Source: an optimization exercise on an open RTL-to-GDS flow (aim: small area and a short achievable clock period). Production flows keep margins and buffers that such runs may drop. Function was not checked in any run shown here: the RTL went through the layout flow alone.

## flow/design.v (module list and top-level ports; edited modules follow where they fit)
// module fir_filter: 813 lines
// module fir_fa: 6 lines
module fir_filter (clk, reset, x, y);
  // ...
==> flow/run.sh <==
#!/bin/bash
# synth_recipe.tcl (not shown) runs the flow's synth.tcl, then flattens the netlist and writes it again
# the make line also repeats each setting of config.mk as NAME=value (left out here)
make -C /OpenROAD-flow-scripts/flow DESIGN_CONFIG=/design/flow/config.mk WORK_HOME=/design/flow/orfs CLKGATE_MAP_FILE= SYNTH_SCRIPT=/design/flow/synth_recipe.tcl finish
==> flow/config.mk <==
export PLATFORM = sky130hd
export DESIGN_NAME = fir_filter
export DESIGN_NICKNAME = fir_filter
export VERILOG_FILES = /design/flow/design.v
export SDC_FILE = /design/flow/constraint.sdc
export NUM_CORES = 4
export LEC_CHECK = 0
export ABC_CLOCK_PERIOD_IN_PS = 2500
export CAP_MARGIN = 20
export CORE_MARGIN = 2
export CORE_UTILIZATION = 40
export SLEW_MARGIN = 20
export SYNTH_HIERARCHICAL = 1
export SYNTH_MINIMUM_KEEP_SIZE = 0
==> flow/constraint.sdc <==
create_clock -name core_clock -period 8.0 [get_ports {clk}]
set_input_delay 1.6000 -clock core_clock [delete_from_list [all_inputs] [get_ports {clk}]]
set_output_delay 1.6000 -clock core_clock [all_outputs]
set_load 0.01 [all_outputs]
==> results by group, run 1 <==
Logic synthesis
  • Synth Area in Adders: 0.411
  • Register bit total from synthesis: 379
  • Synth unique cells: 56
  • Cell Area, Synth: 0.0200 mm2
  • Largest area contributor in the netlist: dfrtp_1
  • Syn Nets: 1689

Die
  • Core footprint: 0.0492 mm2
  • Starting density of the core: 0.406
  • Tap cells: 664
  • Io pins: 66
  • Rows: 81

Drt
  • Initial DRC count: 705
  • Remaining antenna violation count: 0
  • Detailed Routing Iterations Pass 1: 5

STA
  • Peak Freq: 267 MHz
  • Slew @ Worst Pin: 968 ps
  • Slew HR: 0.355
  • Max-slew violations: 0
  • TNS Setup: 0 ps

GRT
  • First-pass GRT wire length: 62.4 mm
  • Antenna violations before repair: 0
  • Met2 usage: 0.253
  • Met1 usage: 0.224

Worst setup path
  • RR Endpoint: y_reg[24]$_DFF_PP0_
  • RR Startpoint: h0[4]$_DFF_PP0_
  • Crit path launch: h0[4]$_DFF_PP0_

Min path
  • Worst hold path type: flop to flop
  • Worst Hold Launch: h2[31]$_DFF_PP0_

Placed design
  • Setup slack at placement: 4080 ps

Run status
  • Status: complete, no violations

Finish
  • Signal buffers share of area: 0.0303
  • Share of cells above drive strength 1: 0.0892
  • Sequential share of cell area: 0.416
  • Multi-input gate share of total cell area: 0.423
  • Final clock-cell share: 0.0623
  • Fin cells: 2031

Clock tree
  • Clk Tree Root Cell: clkbuf_16
==> run 2: changes to the inputs <==
--- a/flow/config.mk
+++ b/flow/config.mk
@@ -9,6 +9,7 @@
 export CAP_MARGIN = 20
 export CORE_MARGIN = 2
 export CORE_UTILIZATION = 40
+export SETUP_SLACK_MARGIN = 5.0
 export SLEW_MARGIN = 20
 export SYNTH_HIERARCHICAL = 1
 export SYNTH_MINIMUM_KEEP_SIZE = 0
==> run 2 against run 1 <==
Count of clock-buffer cells in the layout up 3. Worst setup slack better by 370 ps. Synthesized area unchanged. Critical path type unchanged. Wire length up 5.7%. Global-route usage up 0.61 points. Die area unchanged. Largest cell class unchanged. Flip-flop and latch count unchanged. Critical path depth down 1. Highest routed layer unchanged. Synthesized cell count unchanged. Maximum frequency up 11%.
==> results by group, run 2 <==
GRT
  • Antenna violations before repair: 4 (was 0)
  • GRT Total Usage: 0.164 (was 0.158)
  • Largest net degree at the start of global routing: 156 (was 166)
  • Vias in the first global route: 11600 (was 11400)
  • First-pass GRT wire length: 64.1 mm (was 62.4 mm)
  • GRT overflow: 0 (unchanged)

STA
  • Peak Freq: 296 MHz (was 267 MHz)
  • Slew HR: 0.501 (was 0.355)
  • Hold slack: 347 ps (was 345 ps)
  • Slew @ Worst Pin: 749 ps (was 968 ps)
  • Max-slew violations: 0 (unchanged)
  • Crit share post-route: 0.422 (was 0.469)
  • Final hold violations: 0 (unchanged)
  • Final setup viols: 0 (unchanged)
  • TNS Setup: 0 ps (unchanged)
  • Fin Clk Skew: 15.8 ps (was 19.1 ps)
  • RSZ-0062 raised after global routing: true (was false)
  • Min Clock Period, post-route: 3380 ps (was 3750 ps)

Die
  • Die Y: 227 um (unchanged)
  • Die ar.: 0.0517 mm2 (unchanged)
  • Starting density of the core: 0.406 (unchanged)
  • Io pins: 66 (unchanged)
  • Core footprint: 0.0492 mm2 (unchanged)
  • Die X: 227 um (unchanged)
  • Rows: 81 (unchanged)

Logic synthesis
  • Register area share after synthesis: 0.477 (unchanged)
  • Synth unique cells: 56 (unchanged)
  • Synth cell count leaders: fa_1 (391), dfrtp_1 (349), inv_1 (192), nand2_1 (31) (unchanged)
  • Yosys warns: 7 (unchanged)
  • Synth Area in Adders: 0.411 (unchanged)
  • Post-synth EDFFs: 0 (unchanged)
  • Xor and xnor area share after synthesis: 0.0105 (unchanged)
  • Mapped Cells: 1234 (unchanged)
  • Largest area contributor in the netlist: dfrtp_1 (unchanged)
  • Ys flop type: dfrtp_1 (unchanged)
  • Cell Area, Synth: 0.0200 mm2 (unchanged)
  • Main area contributors after synthesis: dfrtp_1 (44%), fa_1 (39%), dfstp_2 (3.9%), inv_1 (3.6%), ha_1 (1.9%) (unchanged)
  • Post-Synth Simple-Gate Area: 0.0258 (unchanged)
  • Syn Nets: 1689 (unchanged)
  • Post-synthesis mux area share: 0.000564 (unchanged)
  • Register bit total from synthesis: 379 (unchanged)
  • Post-synth ARST share: 1.00 (unchanged)
  • Compound-cell area share of the yosys netlist: 0.0367 (unchanged)
  • Synth top area share: 0.437 (unchanged)
  • Largest family of logic cells by synthesized area: adder cells (unchanged)
  • Count leader, synth: fa_1 (unchanged)
  • Syn Area/Cell: 16.2 um2 (unchanged)

Worst setup path
  • CP dominant cell by count: fa_2 (was fa_1)
  • Critical Path End Type: flop (unchanged)
  • CP required: 8460 ps (was 8450 ps)
  • CP cell instances: fa_1 > fa_2 > fa_2 > nand4bb_4 > a21oi_4 > a2111oi_4 > buf_4 > o21ai_4 > a21oi_2 > xnor2_2 (was fa_1 > fa_1 > fa_1 > inv_1 > ha_1 > nand2_1 > o41ai_2 > nand3_1 > a211oi_2 > nor4b_1 > a311oi_1)
  • Flop2flop setup slack: 4620 ps (was 4250 ps)
  • RR Startpoint: q0[4]$_DFF_PP1_ (was h0[4]$_DFF_PP0_)
  • Worst Setup Path Type: flop to flop (unchanged)
  • RR Endpoint: y_reg[25]$_DFF_PP0_ (was y_reg[24]$_DFF_PP0_)
  • Worst r2r path cells: 10 (was 11)
  • Crit-path slowest cell: fa_2 (was fa_1)
  • Startpoint Class: flop (unchanged)
  • Crit-path max cell delay: 560 ps (was 490 ps)
  • CP max FO: 4 (was 5)
  • Critical Path AT: 3830 ps (was 4210 ps)

Min path
  • WHS Endpoint: h2[31]$_DFF_PP0_ (was h3[31]$_DFF_PP0_)
  • Hold Path Depth: 0 (unchanged)
  • Worst Hold Launch: h1[31]$_DFF_PP0_ (was h2[31]$_DFF_PP0_)
  • Worst hold path type: flop to flop (unchanged)

Clock tree
  • Clock-pin slew on the worst setup and hold paths: 60 ps (about the same)
  • Clock latency (worst-skew pair): 560 ps (was 570 ps)
  • Deepest clock path buffer count: 3 (unchanged)
  • CTS tree: done (unchanged)
  • TritonCTS Buffers: 42 (unchanged)
  • Clock H-tree levels: 2 (unchanged)
  • Total clock sinks: 379 (unchanged)
  • Clk Tree Root Cell: clkbuf_16 (unchanged)

Drt
  • Routed Wire Length: 38.1 mm (was 36.1 mm)
  • Detailed Routing Iterations Pass 1: 4 (was 5)
  • Vias per cell: 4.58 (was 4.65)
  • DR vias: 9603 (was 9452)
  • Remaining antenna violation count: 0 (unchanged)
  • WL/cell: 18.2 um (was 17.7 um)
  • Remaining DRCs: 0 (unchanged)
  • Initial DRC count: 582 (was 705)

Finish
  • Area Growth Syn to Fin: 21.0% (was 14.5%)
  • Most frequent cells in the layout: fa_1 (301), dfrtp_1 (290), inv_1 (153) (was fa_1 (391), dfrtp_1 (349), inv_1 (191))
  • Commonest non-fill, non-tap cell in the layout: fa_1 (unchanged)
  • Nets: 1854 (was 1790)
  • Share of cells above drive strength 1: 0.299 (was 0.0892)

Flow run
  • Max_cap viols: 0 (unchanged)

Placed design
  • Gp weighted congestion: 0.846 (was 0.811)
  • DPL Wire Length: 29.0 mm (was 28.4 mm)
  • IO Port Bufs: 65 (unchanged)

Run status
  • Status: complete, no violations (unchanged)
==> run 2: cell counts after synthesis <==
No cell type changed its count.
==> run 2: worst max path at each step <==
| stage | startpoint | endpoint | slack, ps | cells past startpoint |
|---|---|---|---|---|
| 4_1_cts | q0[4]$_DFF_PP1_ | y_reg[28]$_DFF_PP0_ | 4590 | 12 |
| 2_1_floorplan | reset | h0[0]$_DFF_PP0_ | 1330 | 1 |
| 6_report | q0[4]$_DFF_PP1_ | y_reg[25]$_DFF_PP0_ | 4620 | 10 |
| 5_1_grt | h0[3]$_DFF_PP0_ | y_reg[17]$_DFF_PP0_ | 4530 | 10 |
| 3_3_place_gp | reset | h5[19]$_DFF_PP0_ | 4350 | 4 |
| 3_5_place_dp | reset | h3[22]$_DFF_PP0_ | 4340 | 4 |
==> run 2: area by class of cell <==
type	instances	area (um2)
tap	664	831
multi-input combinational	651	10200
clock inverter	19	231
sequential	379	9600
fill	4117	25000
clock buffer	59	1260
timing repair buffer	133	1310
antenna	1	2.50
inverter	192	724
==> run 2: per-module statistics from Yosys (local to each module, per instance) <==
module | times used | cells inside | cell area, um2 | flip-flops and latches
fir_filter | 1 | 844 | 12200 | 379
fir_fa | 390 | 1 | 20.0 | 0
==> run 2: per-stage QoR <==
step | setup WS, ps | instance area, um2 | instances | utilization
finish | 4620 | 24200 | 2098 | 0.492
global route | 4530 | 24200 | 2097 | 0.492
CTS | 4590 | 23600 | 2068 | 0.480
detailed placement | 4340 | 21500 | 1954 | 0.438
global placement | 4350 | 21500 | 1954 | 0.438
floorplan | 1330 | 20100 | 1234 | -
==> run 2: routing by layer <==
| metal | vias up | GRT usage | share of wire |
|---|---|---|---|
| li1 | 4137 | - | - |
| met1 | 5254 | 0.235 | 0.45 |
| met2 | 157 | 0.261 | 0.49 |
| met3 | 55 | 0.0272 | 0.035 |
| met4 | 0 | 0.0476 | 0.022 |
| met5 | - | 0 | 0 |
==> run 2: worst max-delay path, delay by kind of cell, from the launching register on <==
family / cells / cell delay [ps]
and+or+nand+nor: 1 / 280
AOI/OAI and AO/OA: 4 / 580
buffers and inverters: 1 / 180
DFF: 1 / 530
xor gates and xnor gates: 1 / 230
adders and majority gates: 3 / 1480
==> run 2: what timing repair did <==
item,4_1_cts,5_1_grt
gates cloned,1,0
resized for setup,136,151
endpoints found under the setup margin,238,232
pin swaps,63,88
buffers inserted,35,29
hold buffers,0,0
==> run 2: cell families (layout without fill, tap and decap cells) <==
group           after synthesis  count (layout)
other cells                   0               1
compound gates              103             103
simple gates                102             102
buf+inv                     204             403
flops                       379             379
mux                           1               1
xor+xnor                     24              24
fa+ha+maj                   421             421
==> run 3: changes to the inputs <==
--- a/flow/config.mk
+++ b/flow/config.mk
@@ -8,7 +8,9 @@
 export ABC_CLOCK_PERIOD_IN_PS = 2500
 export CAP_MARGIN = 20
 export CORE_MARGIN = 2
-export CORE_UTILIZATION = 40
+export CORE_UTILIZATION = 60
+export CTS_BUF_LIST = sky130_fd_sc_hd__clkbuf_8
+export CTS_CLUSTER_SIZE = 20
 export SETUP_SLACK_MARGIN = 5.0
 export SLEW_MARGIN = 20
 export SYNTH_HIERARCHICAL = 1
==> run 3 against run 2 <==
Synthesized cell count did not move. Largest cell class unchanged. Highest routed layer is now met5. Critical path type unchanged.
==> results by group, run 3 <==
Die
  • Rows: 66 (was 81)
  • Core footprint: 0.0326 mm2 (was 0.0492 mm2)
  • Die Y: 186 um (was 227 um)
  • Die X: 186 um (was 227 um)
  • Io pins: 66 (unchanged)
  • Die ar.: 0.0348 mm2 (was 0.0517 mm2)
  • Starting density of the core: 0.612 (was 0.406)

Finish
  • Share of cells above drive strength 1: 0.294 (was 0.299)
  • Area Growth Syn to Fin: 18.3% (was 21.0%)
  • Inserted Diodes: 0 (was 1)
  • Design Area, Final: 0.0236 mm2 (was 0.0242 mm2)
  • Most frequent cells in the layout: fa_1 (308), dfrtp_1 (303), inv_1 (167) (was fa_1 (301), dfrtp_1 (290), inv_1 (153))
  • Fin cells: 1906 (was 2098)
  • Nets: 1871 (was 1854)
  • Fillers: 2110 (was 4117)
  • Commonest non-fill, non-tap cell in the layout: fa_1 (unchanged)

Logic synthesis
  • Ys flop type: dfrtp_1 (unchanged)
  • Post-synth EDFFs: 0 (unchanged)
  • Syn Nets: 1689 (unchanged)
  • Count leader, synth: fa_1 (unchanged)
  • Cell Area, Synth: 0.0200 mm2 (unchanged)
  • Yosys warns: 7 (unchanged)
  • Mapped Cells: 1234 (unchanged)
  • Register bit total from synthesis: 379 (unchanged)
  • Syn Area/Cell: 16.2 um2 (unchanged)
  • Synth cell count leaders: fa_1 (391), dfrtp_1 (349), inv_1 (192), nand2_1 (31) (unchanged)
  • Synth unique cells: 56 (unchanged)
  • Synth top area share: 0.437 (unchanged)
  • Main area contributors after synthesis: dfrtp_1 (44%), fa_1 (39%), dfstp_2 (3.9%), inv_1 (3.6%), ha_1 (1.9%) (unchanged)
  • Register area share after synthesis: 0.477 (unchanged)
  • Largest area contributor in the netlist: dfrtp_1 (unchanged)
  • Post-synth ARST share: 1.00 (unchanged)

Worst setup path
  • Critical Path AT: 3930 ps (was 3830 ps)
  • CP required: 8490 ps (was 8460 ps)
  • RR Endpoint: y_reg[24]$_DFF_PP0_ (was y_reg[25]$_DFF_PP0_)
  • Worst Path Buf+Inv: 1 (unchanged)
  • Worst Setup Path Type: flop to flop (unchanged)
  • Crit-path slowest cell: dfstp_2 (was fa_2)
  • Crit path launch: q0[4]$_DFF_PP1_ (unchanged)
  • CP dominant cell by count: fa_1 (was fa_2)
  • Crit path depth: 11 (was 10)
  • CP cell instances: fa_1 > fa_2 > fa_1 > inv_2 > ha_4 > nand2_4 > o41ai_4 > nand3_2 > a211oi_4 > nor4b_1 > a311oi_1 (was fa_1 > fa_2 > fa_2 > nand4bb_4 > a21oi_4 > a2111oi_4 > buf_4 > o21ai_4 > a21oi_2 > xnor2_2)
  • CP max FO: 4 (unchanged)
  • Flop2flop setup slack: 4560 ps (was 4620 ps)
  • RR Startpoint: q0[4]$_DFF_PP1_ (unchanged)
  • Critical Path Sink: y_reg[24]$_DFF_PP0_ (was y_reg[25]$_DFF_PP0_)
  • Critical Path End Type: flop (unchanged)
  • Startpoint Class: flop (unchanged)
  • Worst path top cell family by delay: adder cells (unchanged)
  • Worst r2r path cells: 11 (was 10)
  • Crit-path max cell delay: 530 ps (was 560 ps)

GRT
  • First-pass GRT wire length: 62.7 mm (was 64.1 mm)
  • Largest net degree at the start of global routing: 154 (was 156)
  • GRT Total Usage: 0.236 (was 0.164)
  • Antenna violations before repair: 1 (was 4)
  • Vias in the first global route: 11700 (was 11600)
  • GRT overflow: 0 (unchanged)

Placed design
  • DPL Wire Length: 27.2 mm (was 29.0 mm)
  • IO Port Bufs: 65 (unchanged)
  • Placed cell count: 1731 (was 1954)
  • Dpl cell area: 0.0213 mm2 (was 0.0215 mm2)
  • Gp weighted congestion: 0.819 (was 0.846)

Clock tree
  • Clk Tree Root Cell: clkbuf_8 (was clkbuf_16)
  • Deepest clock path buffer count: 3 (unchanged)
  • Clock latency (worst-skew pair): 590 ps (was 560 ps)
  • Clock-pin slew on the worst setup and hold paths: 70 ps (was 60 ps)
  • CTS Hold Bufs: 0 (unchanged)
  • TritonCTS Buffers: 66 (was 42)
  • Clock H-tree levels: 3 (was 2)
  • CTS tree: done (unchanged)
  • Total clock sinks: 379 (unchanged)

Drt
  • WL/cell: 19.3 um (was 18.2 um)
  • Remaining DRCs: 0 (unchanged)
  • Initial DRC count: 331 (was 582)
  • Detailed Routing Iterations Pass 1: 5 (was 4)
  • Vias per cell: 5.07 (was 4.58)
  • Remaining antenna violation count: 0 (unchanged)
  • Routed Wire Length: 36.7 mm (was 38.1 mm)
  • DR vias: 9654 (was 9603)

STA
  • Crit share post-route: 0.430 (was 0.422)
  • Peak Freq: 291 MHz (was 296 MHz)
  • RSZ-0062 raised after global routing: true (unchanged)
  • Final setup viols: 0 (unchanged)
  • TNS Setup: 0 ps (unchanged)
  • Slew @ Worst Pin: 879 ps (was 749 ps)
  • Max-slew violations: 0 (unchanged)
  • Final hold violations: 0 (unchanged)
  • Fin Clk Skew: 26.8 ps (was 15.8 ps)
  • Slew HR: 0.414 (was 0.501)
  • Min Clock Period, post-route: 3440 ps (was 3380 ps)

Run status
  • Status: complete, no violations (unchanged)

Flow run
  • Max_cap viols: 0 (unchanged)

Min path
  • Worst hold path type: flop to flop (unchanged)
-- run 3: cell count changes in the layout (fill, tap and decap cells not counted), moves of 5 or more --
cell       previous run  this run
fa_1                301       308
buf_4                41        35
fa_2                 90        83
dfrtp_1             290       303
clkbuf_8              8        81
inv_2                38        49
ha_2                 11        16
clkbuf_1              6         0
inv_1               153       167
dfrtp_2              59        46
clkbuf_16            45         0
-- run 3: layout make-up --
cell class	instances	area, um2	area share
clock buffer	81	1110	0.0472
clock inverter	35	171	0.00726
inverter	192	724	0.0307
multi-input combinational	651	10200	0.433
sequential	379	9580	0.406
tap	442	553	0.0234
timing repair buffer	126	1250	0.0528
-- run 3: what timing repair did --
action	in CTS	in global routing
endpoints found under the setup margin	166	76
setup buffers	34	23
pin swaps	74	85
resized for setup	172	107
cloned	1	0
-- run 3: worst register-to-register path, delay by kind of cell, from the launching register on --
kind	cells	cell delay, ps
simple gates	3	330
flops	1	530
buf+inv	1	50
compound gates	3	860
fa+ha+maj	4	1570
-- run 3: modules after synthesis, one instance, submodules excluded --
module / copies in the design / cells / area (um2)
fir_fa: 390 / 1 / 20.0
fir_filter: 1 / 844 / 12200
-- run 3: how the worst min path moves through the flow --
stage                             to             start  slack [ps]  depth (start not counted)
finish              h2[31]$_DFF_PP0_  h1[31]$_DFF_PP0_         350                          0
global route        h2[31]$_DFF_PP0_  h1[31]$_DFF_PP0_         370                          0
CTS                 h2[31]$_DFF_PP0_  h1[31]$_DFF_PP0_         350                          0
detailed placement  h3[31]$_DFF_PP0_  h2[31]$_DFF_PP0_         340                          0
global placement    h7[31]$_DFF_PP0_  h6[31]$_DFF_PP0_         340                          0
floorplan           h2[31]$_DFF_PP0_  h1[31]$_DFF_PP0_         330                          0
-- run 3: kinds of logic (layout without fill, tap and decap cells) --
family,after synthesis,after routing,synth area share
muxes,1,1,0.000564
adders and majority gates,421,421,0.411
and+or+nand+nor,102,102,0.0258
AOI/OAI and AO/OA,103,103,0.0367
xor gates and xnor gates,24,24,0.0105
buffers and inverters,204,434,0.0389
DFF,379,379,0.477
-- run 3: metal layers --
| metal | part of all wire | vias to the layer above | GRT usage |
|---|---|---|---|
| met5 | 0.00035 | - | 0 |
| met4 | 0.020 | 2 | 0.0686 |
| met3 | 0.034 | 62 | 0.0480 |
| met2 | 0.51 | 155 | 0.371 |
| met1 | 0.44 | 5271 | 0.345 |
| li1 | - | 4164 | - |
-- run 3: through the flow --
stage / utilization / setup WS (ps) / hold slack [ps]
finish: 0.724 / 4560 / 350
global placement: 0.652 / 4320 / 336
CTS: 0.711 / 4580 / 353
global route: 0.724 / 4450 / 372
floorplan: - / 1330 / 331
detailed placement: 0.652 / 4310 / 336
==> run 4: changes to the inputs <==
--- a/flow/config.mk
+++ b/flow/config.mk
@@ -8,9 +8,10 @@
 export ABC_CLOCK_PERIOD_IN_PS = 2500
 export CAP_MARGIN = 20
 export CORE_MARGIN = 2
-export CORE_UTILIZATION = 60
-export CTS_BUF_LIST = sky130_fd_sc_hd__clkbuf_8
-export CTS_CLUSTER_SIZE = 20
+export CORE_UTILIZATION = 40
+export CTS_BUF_LIST = sky130_fd_sc_hd__clkbuf_8 sky130_fd_sc_hd__clkbuf_16
+export CTS_CLUSTER_DIAMETER = 60
+export CTS_CLUSTER_SIZE = 24
 export SETUP_SLACK_MARGIN = 5.0
 export SLEW_MARGIN = 20
 export SYNTH_HIERARCHICAL = 1
==> run 4 against run 3 <==
Die area grew 49%. Non-clock buffer count grew 5. Design area grew 1.4%. Clock skew shrank 4.5 ps.
==> results by group, run 4 <==
Logic synthesis
  • Largest area contributor in the netlist: dfrtp_1 (unchanged)
  • Cell Area, Synth: 0.0200 mm2 (unchanged)
  • Syn Area/Cell: 16.2 um2 (unchanged)
  • Synth cell count leaders: fa_1 (391), dfrtp_1 (349), inv_1 (192), nand2_1 (31) (unchanged)
  • Register bit total from synthesis: 379 (unchanged)
  • Yosys warns: 7 (unchanged)
  • Synth Area in Adders: 0.411 (unchanged)
  • Synth top area share: 0.437 (unchanged)
  • Synth unique cells: 56 (unchanged)
  • Register area share after synthesis: 0.477 (unchanged)
  • Post-Synth Simple-Gate Area: 0.0258 (unchanged)
  • Post-synth EDFFs: 0 (unchanged)
  • Main area contributors after synthesis: dfrtp_1 (44%), fa_1 (39%), dfstp_2 (3.9%), inv_1 (3.6%), ha_1 (1.9%) (unchanged)
  • Count leader, synth: fa_1 (unchanged)
  • Compound-cell area share of the yosys netlist: 0.0367 (unchanged)
  • Syn Nets: 1689 (unchanged)
  • Largest family of logic cells by synthesized area: adder cells (unchanged)
  • Xor and xnor area share after synthesis: 0.0105 (unchanged)
  • Post-synth ARST share: 1.00 (unchanged)
  • Post-synthesis mux area share: 0.000564 (unchanged)
  • Mapped Cells: 1234 (unchanged)
  • Ys flop type: dfrtp_1 (unchanged)

Worst setup path
  • RR Startpoint: q0[4]$_DFF_PP1_ (unchanged)
  • Startpoint Class: flop (unchanged)
  • CP required: 8420 ps (was 8490 ps)
  • CP max FO: 4 (unchanged)
  • Crit path launch: q0[4]$_DFF_PP1_ (unchanged)
  • Critical Path End Type: flop (unchanged)
  • Worst Setup Path Type: flop to flop (unchanged)
  • Critical Path AT: 3860 ps (was 3930 ps)

Drt
  • Remaining DRCs: 0 (unchanged)
  • Detailed Routing Iterations Pass 1: 4 (was 5)
  • WL/cell: 18.5 um (was 19.3 um)
  • Initial DRC count: 566 (was 331)
  • Remaining antenna violation count: 0 (unchanged)
  • Vias per cell: 4.61 (was 5.07)
  • Routed Wire Length: 38.5 mm (was 36.7 mm)
  • DR vias: 9594 (was 9654)

Placed design
  • Gp weighted congestion: 0.846 (was 0.819)
  • IO Port Bufs: 65 (unchanged)
  • Dpl cell area: 0.0215 mm2 (was 0.0213 mm2)
  • Setup slack at placement: 4340 ps (was 4310 ps)
  • DPL Wire Length: 29.0 mm (was 27.2 mm)

Finish
  • Design Area, Final: 0.0240 mm2 (was 0.0236 mm2)
  • Commonest non-fill, non-tap cell in the layout: fa_1 (unchanged)
  • Fillers: 4152 (was 2110)
  • Area Growth Syn to Fin: 20.0% (was 18.3%)
  • Nets: 1845 (was 1871)
  • Share of cells above drive strength 1: 0.299 (was 0.294)
  • Most frequent cells in the layout: fa_1 (294), dfrtp_1 (292), inv_1 (153) (was fa_1 (308), dfrtp_1 (303), inv_1 (167))

GRT
  • Antenna violations before repair: 3 (was 1)
  • GRT overflow: 0 (unchanged)
  • GRT Total Usage: 0.164 (was 0.236)
  • Largest net degree at the start of global routing: 156 (was 154)
  • Vias in the first global route: 11600 (was 11700)
  • First-pass GRT wire length: 64.1 mm (was 62.7 mm)

Clock tree
  • Total clock sinks: 379 (unchanged)
  • Clock-pin slew on the worst setup and hold paths: 70 ps (about the same)
  • CTS tree: done (unchanged)
  • Clock latency (worst-skew pair): 560 ps (was 590 ps)
  • Clk Tree Root Cell: clkbuf_16 (was clkbuf_8)
  • Deepest clock path buffer count: 3 (unchanged)
  • Clock H-tree levels: 2 (was 3)
  • TritonCTS Buffers: 35 (was 66)

STA
  • Crit share post-route: 0.430 (about the same)
  • Max-slew violations: 0 (unchanged)
  • Slew @ Worst Pin: 652 ps (was 879 ps)
  • Setup ws final: 4560 ps (about the same)
  • Fin Clk Skew: 22.3 ps (was 26.8 ps)
  • TNS Setup: 0 ps (unchanged)
  • Final setup viols: 0 (unchanged)
  • Final hold violations: 0 (unchanged)
  • Slew HR: 0.566 (was 0.414)
  • RSZ-0062 raised after global routing: true (unchanged)
  • Peak Freq: 291 MHz (about the same)
  • Min Clock Period, post-route: 3440 ps (about the same)

Die
  • Die X: 227 um (was 186 um)
  • Rows: 81 (was 66)
  • Die ar.: 0.0517 mm2 (was 0.0348 mm2)
  • Die Y: 227 um (was 186 um)
  • Io pins: 66 (unchanged)
  • Core footprint: 0.0492 mm2 (was 0.0326 mm2)
  • Starting density of the core: 0.406 (was 0.612)

Min path
  • Worst Hold Launch: h1[31]$_DFF_PP0_ (unchanged)
  • Worst hold path type: flop to flop (unchanged)

Flow run
  • Max_cap viols: 0 (unchanged)

Run status
  • Status: complete, no violations (unchanged)
-- run 4: cell counts after synthesis --
Identical to the previous run, type by type.
-- run 4: through the flow --
stage	cells	util	hold slack [ps]
finish	2081	0.487	350
global route	2080	0.487	369
CTS	2055	0.475	352
detailed placement	1954	0.438	344
global placement	1954	0.438	333
floorplan	1234	-	331
-- run 4: final cells by class --
type	count	area, um2	share of cell area
clock buffers	37	903	0.0377
inverters	192	724	0.0302
well taps	664	831	0.0347
clock inverters	26	323	0.0135
multi-input cells	651	10300	0.430
repair buffers	131	1290	0.0539
flip-flops and latches	379	9590	0.400
diodes	1	2.50	0.000104
-- run 4: final timing paths --
kind | end | slack (ps) | depth (start not counted)
max reg2reg | y_reg[24]$_DFF_PP0_ | 4560 | 11
min in group asynchronous | h3[31]$_DFF_PP0_ | 1560 | 3
min | h2[31]$_DFF_PP0_ | 350 | 0
max in group asynchronous | h5[27]$_DFF_PP0_ | 5420 | 4
max | y_reg[24]$_DFF_PP0_ | 4560 | 11
min reg2reg | h2[31]$_DFF_PP0_ | 350 | 0
-- run 4: cells by family (layout without fill, tap and decap cells) --
logic type      Yosys count  in the layout
compound gates          103            103
fa+ha+maj               421            421
other cells               0              1
simple gates            102            102
buf+inv                 204            386
xor+xnor                 24             24
flops                   379            379
mux                       1              1
-- run 4: layer usage --
layer / global-route usage / share of wire
met1: 0.234 / 0.45
met2: 0.261 / 0.49
met3: 0.0271 / 0.037
met4: 0.0508 / 0.025
met5: 0 / 0
-- run 4: per-module statistics from Yosys, one instance, submodules excluded --
module / times used / flops+latches / cells / area (um2)
fir_fa: 390 / 0 / 1 / 20.0
fir_filter: 1 / 379 / 844 / 12200
-- run 4: timing repair --
action / CTS / global route
resized for setup: 131 / 171
pin swaps: 59 / 83
hold buffers: 0 / 0
endpoints found under the setup margin: 241 / 230
gates cloned: 1 / 1
buffers inserted: 37 / 24
-- run 4: critical path: stages, from the launching register on --
cell      delay (ps)
dfstp_2          540
fa_1             410
fa_2             350
fa_1             500
inv_2             50
ha_4             300
nand2_4           60
o41ai_4          260
nand3_2          150
a211oi_4         280
nor4b_1           80
a311oi_1         320
==> run 5: changes to the inputs <==
--- a/flow/config.mk
+++ b/flow/config.mk
@@ -9,9 +9,9 @@
 export CAP_MARGIN = 20
 export CORE_MARGIN = 2
 export CORE_UTILIZATION = 40
-export CTS_BUF_LIST = sky130_fd_sc_hd__clkbuf_8 sky130_fd_sc_hd__clkbuf_16
-export CTS_CLUSTER_DIAMETER = 60
-export CTS_CLUSTER_SIZE = 24
+export CTS_BUF_LIST = sky130_fd_sc_hd__clkbuf_4 sky130_fd_sc_hd__clkbuf_8
+export CTS_CLUSTER_DIAMETER = 50
+export CTS_CLUSTER_SIZE = 16
 export SETUP_SLACK_MARGIN = 5.0
 export SLEW_MARGIN = 20
 export SYNTH_HIERARCHICAL = 1
==> run 5 against run 4 <==
Register-to-register slack improved by 30 ps. Critical path type unchanged. Largest cell class unchanged. Critical path depth decreased by 1. Sequential share of layout area increased by 0.41 points. Worst hold slack got worse by 20 ps. Wire length decreased by 1.5%. Still clean on timing, DRC and antenna. Design area decreased by 1.0%. Maximum frequency increased by 0.89%. Highest routed layer unchanged.
==> results by group, run 5 <==
Worst setup path
  • Critical Path AT: 3940 ps (was 3860 ps)
  • Worst r2r path cells: 10 (was 11)
  • Crit-path max cell delay: 620 ps (was 540 ps)
  • Worst Setup Path Type: flop to flop (unchanged)
  • RR Endpoint: y_reg[25]$_DFF_PP0_ (was y_reg[24]$_DFF_PP0_)
  • CP dominant cell by count: fa_2 (was fa_1)
  • Crit path launch: h0[3]$_DFF_PP0_ (was q0[4]$_DFF_PP1_)
  • RR Startpoint: h0[3]$_DFF_PP0_ (was q0[4]$_DFF_PP1_)
  • Critical Path End Type: flop (unchanged)
  • Worst path top cell family by delay: adder cells (unchanged)
  • Flop2flop setup slack: 4590 ps (was 4560 ps)
  • Startpoint Class: flop (unchanged)
  • CP max FO: 4 (unchanged)
  • CP required: 8540 ps (was 8420 ps)
  • Worst Path Buf+Inv: 1 (unchanged)
  • CP cell instances: fa_1 > fa_2 > fa_2 > nand4bb_4 > a21oi_4 > a2111oi_4 > buf_4 > o21ai_4 > a21oi_2 > xnor2_2 (was fa_1 > fa_2 > fa_1 > inv_2 > ha_4 > nand2_4 > o41ai_4 > nand3_2 > a211oi_4 > nor4b_1 > a311oi_1)
  • Crit-path slowest cell: fa_2 (was dfstp_2)

Drt
  • DR vias: 9521 (was 9594)
  • WL/cell: 18.1 um (was 18.5 um)
  • Remaining DRCs: 0 (unchanged)
  • Initial DRC count: 488 (was 566)
  • Detailed Routing Iterations Pass 1: 4 (unchanged)
  • Routed Wire Length: 37.9 mm (was 38.5 mm)
  • Vias per cell: 4.55 (was 4.61)
  • Remaining antenna violation count: 0 (unchanged)

Placed design
  • IO Port Bufs: 65 (unchanged)
  • Placed cell count: 1954 (unchanged)
  • Gp weighted congestion: 0.846 (unchanged)
  • DPL Wire Length: 29.0 mm (unchanged)

Finish
  • Commonest non-fill, non-tap cell in the layout: fa_1 (unchanged)
  • Area Growth Syn to Fin: 18.7% (was 20.0%)
  • Fin cells: 2094 (was 2081)
  • Share of cells above drive strength 1: 0.304 (was 0.299)
  • Nets: 1851 (was 1845)
  • Most frequent cells in the layout: fa_1 (300), dfrtp_1 (294), inv_1 (146) (was fa_1 (294), dfrtp_1 (292), inv_1 (153))

STA
  • Fin Clk Skew: 38.4 ps (was 22.3 ps)
  • Final hold violations: 0 (unchanged)
  • Crit share post-route: 0.426 (was 0.430)
  • TNS Setup: 0 ps (unchanged)
  • Final setup viols: 0 (unchanged)
  • Slew @ Worst Pin: 812 ps (was 652 ps)
  • Slew HR: 0.459 (was 0.566)
  • Max-slew violations: 0 (unchanged)
  • Peak Freq: 294 MHz (was 291 MHz)
  • RSZ-0062 raised after global routing: true (unchanged)
  • Min Clock Period, post-route: 3410 ps (was 3440 ps)

GRT
  • GRT overflow: 0 (unchanged)
  • Antenna violations before repair: 1 (was 3)
  • Met2 usage: 0.258 (was 0.261)
  • GRT Total Usage: 0.163 (was 0.164)
  • Met1 usage: 0.233 (was 0.234)
  • Top Usage Layer GRT: met2 (unchanged)
  • Met3 usage: 0.0370 (was 0.0271)
  • Largest net degree at the start of global routing: 170 (was 156)
  • First-pass GRT wire length: 63.6 mm (was 64.1 mm)
  • Vias in the first global route: 11600 (about the same)

Logic synthesis
  • Ys flop type: dfrtp_1 (unchanged)
  • Yosys warns: 7 (unchanged)
  • Post-synth ARST share: 1.00 (unchanged)
  • Post-synth EDFFs: 0 (unchanged)
  • Synth unique cells: 56 (unchanged)
  • Syn Nets: 1689 (unchanged)
  • Synth cell count leaders: fa_1 (391), dfrtp_1 (349), inv_1 (192), nand2_1 (31) (unchanged)
  • Cell Area, Synth: 0.0200 mm2 (unchanged)
  • Mapped Cells: 1234 (unchanged)
  • Syn Area/Cell: 16.2 um2 (unchanged)
  • Register area share after synthesis: 0.477 (unchanged)
  • Register bit total from synthesis: 379 (unchanged)
  • Count leader, synth: fa_1 (unchanged)
  • Synth top area share: 0.437 (unchanged)
  • Largest area contributor in the netlist: dfrtp_1 (unchanged)
  • Main area contributors after synthesis: dfrtp_1 (44%), fa_1 (39%), dfstp_2 (3.9%), inv_1 (3.6%), ha_1 (1.9%) (unchanged)

Clock tree
  • TritonCTS Buffers: 42 (was 35)
  • Deepest clock path buffer count: 3 (unchanged)
  • Clk Tree Root Cell: clkbuf_8 (was clkbuf_16)
  • Total clock sinks: 379 (unchanged)
  • CTS tree: done (unchanged)
  • Clock-pin slew on the worst setup and hold paths: 90 ps (was 70 ps)
  • Clock latency (worst-skew pair): 630 ps (was 560 ps)
  • Clock H-tree levels: 2 (unchanged)

Min path
  • Worst Hold Launch: h1[31]$_DFF_PP0_ (unchanged)
  • Worst hold path type: flop to flop (unchanged)
  • Hold Path Depth: 0 (unchanged)
  • WHS Endpoint: h2[31]$_DFF_PP0_ (unchanged)

Die
  • Die Y: 227 um (unchanged)
  • Die X: 227 um (unchanged)
  • Starting density of the core: 0.406 (unchanged)
  • Die ar.: 0.0517 mm2 (unchanged)
  • Io pins: 66 (unchanged)
  • Core footprint: 0.0492 mm2 (unchanged)
  • Rows: 81 (unchanged)

Flow run
  • Max_cap viols: 0 (unchanged)

Run status
  • Status: complete, no violations (unchanged)
## run 5: worst max path at each step
stage,end,cells past startpoint,slack (ps)
2_1_floorplan,h0[0]$_DFF_PP0_,1,1330
5_1_grt,y_reg[28]$_DFF_PP0_,11,4500
3_3_place_gp,h5[19]$_DFF_PP0_,4,4350
4_1_cts,y_reg[28]$_DFF_PP0_,11,4570
6_report,y_reg[25]$_DFF_PP0_,10,4590
3_5_place_dp,h3[22]$_DFF_PP0_,4,4340
## run 5: cell families (layout without fill, tap and decap cells)
logic type                 count (synthesis)  count (layout)  synth area share
xor gates and xnor gates                  24              24            0.0105
DFF                                      379             379             0.477
buffers and inverters                    204             399            0.0389
other                                      0               1                 0
muxes                                      1               1          0.000564
adders and majority gates                421             421             0.411
AOI/OAI and AO/OA                        103             103            0.0367
and+or+nand+nor                          102             102            0.0258
## run 5: layout make-up
type | instances | area (um2)
Clock inverter | 32 | 439
Timing Repair Buffer | 130 | 1260
Fill cell | 4188 | 25400
Multi-Input combinational cell | 651 | 10300
Sequential cell | 379 | 9590
Clock buffer | 45 | 613
Antenna cell | 1 | 2.50
Inverter | 192 | 724
Tap cell | 664 | 831
## run 5: stage by stage
| stage | hold slack [ps] | setup WS, ps | utilization | instance area, um2 |
|---|---|---|---|---|
| floorplan | 331 | 1330 | - | 20100 |
| global placement | 333 | 4350 | 0.438 | 21500 |
| detailed placement | 344 | 4340 | 0.438 | 21500 |
| CTS | 325 | 4570 | 0.473 | 23300 |
| global route | 351 | 4500 | 0.482 | 23700 |
| finish | 330 | 4590 | 0.482 | 23700 |
## run 5: timing repair
action                                  4_1_cts  5_1_grt
setup buffers                                42       19
gates resized for setup                     183      129
hold buffers                                  0        0
cloned                                        0        1
endpoints found under the setup margin       93      368
pin swaps                                    84       77
## run 5: Yosys stat by module, one instance, submodules excluded
module / cells inside / cell area [um2] / times used
fir_filter: 844 / 12200 / 1
fir_fa: 1 / 20.0 / 390
## run 5: per-layer routing
metal | vias up | routed length, um | share of wire
met2 | 146 | 18700 | 0.49
met3 | 52 | 1710 | 0.045
li1 | 4133 | - | -
met4 | 0 | 627 | 0.017
met5 | - | 0 | 0
met1 | 5190 | 16900 | 0.44

==> what the ideal ports hide <==
Ports are ideal in the flow. The routed layouts listed here were re-timed in OpenROAD. Step 1 sets driving cells, clkbuf_16 on the clock port and buf_2 on the other inputs (assumed; they add their load-dependent delay and slew). Step 2 also shifts input and output timing later by t, the mid clock arrival at the registers, as if the neighbouring blocks saw the same clock. Three values: ideal ports, drivers, drivers and shift; two values: the first two.
run | t (ns) | slack for setup (ns) | worst setup path after step 2 | latest minus earliest clock arrival (ns) | cell pins on the clock port's net
run 1 | 0.613 | 4.248 / 4.248 / 4.189 | input, reset recovery | 0.021 / 0.021 | 1
run 2 | 0.607 | 4.622 / 4.622 / 4.622 | register to register | 0.018 / 0.018 | 1
run 3 | 0.629 | 4.558 / 4.558 / 4.558 | register to register | 0.027 / 0.027 | 1
run 4 | 0.605 | 4.564 / 4.564 / 4.564 | register to register | 0.024 / 0.024 | 1
run 5 | 0.659 | 4.594 / 4.594 / 4.594 | register to register | 0.039 / 0.039 | 1
After both steps setup and hold are still met in every run listed. The setup slack of run 1, which loses most, moves by 0.000 ns with the drivers and by -0.059 ns with both steps. Setup slack includes reset recovery checks.
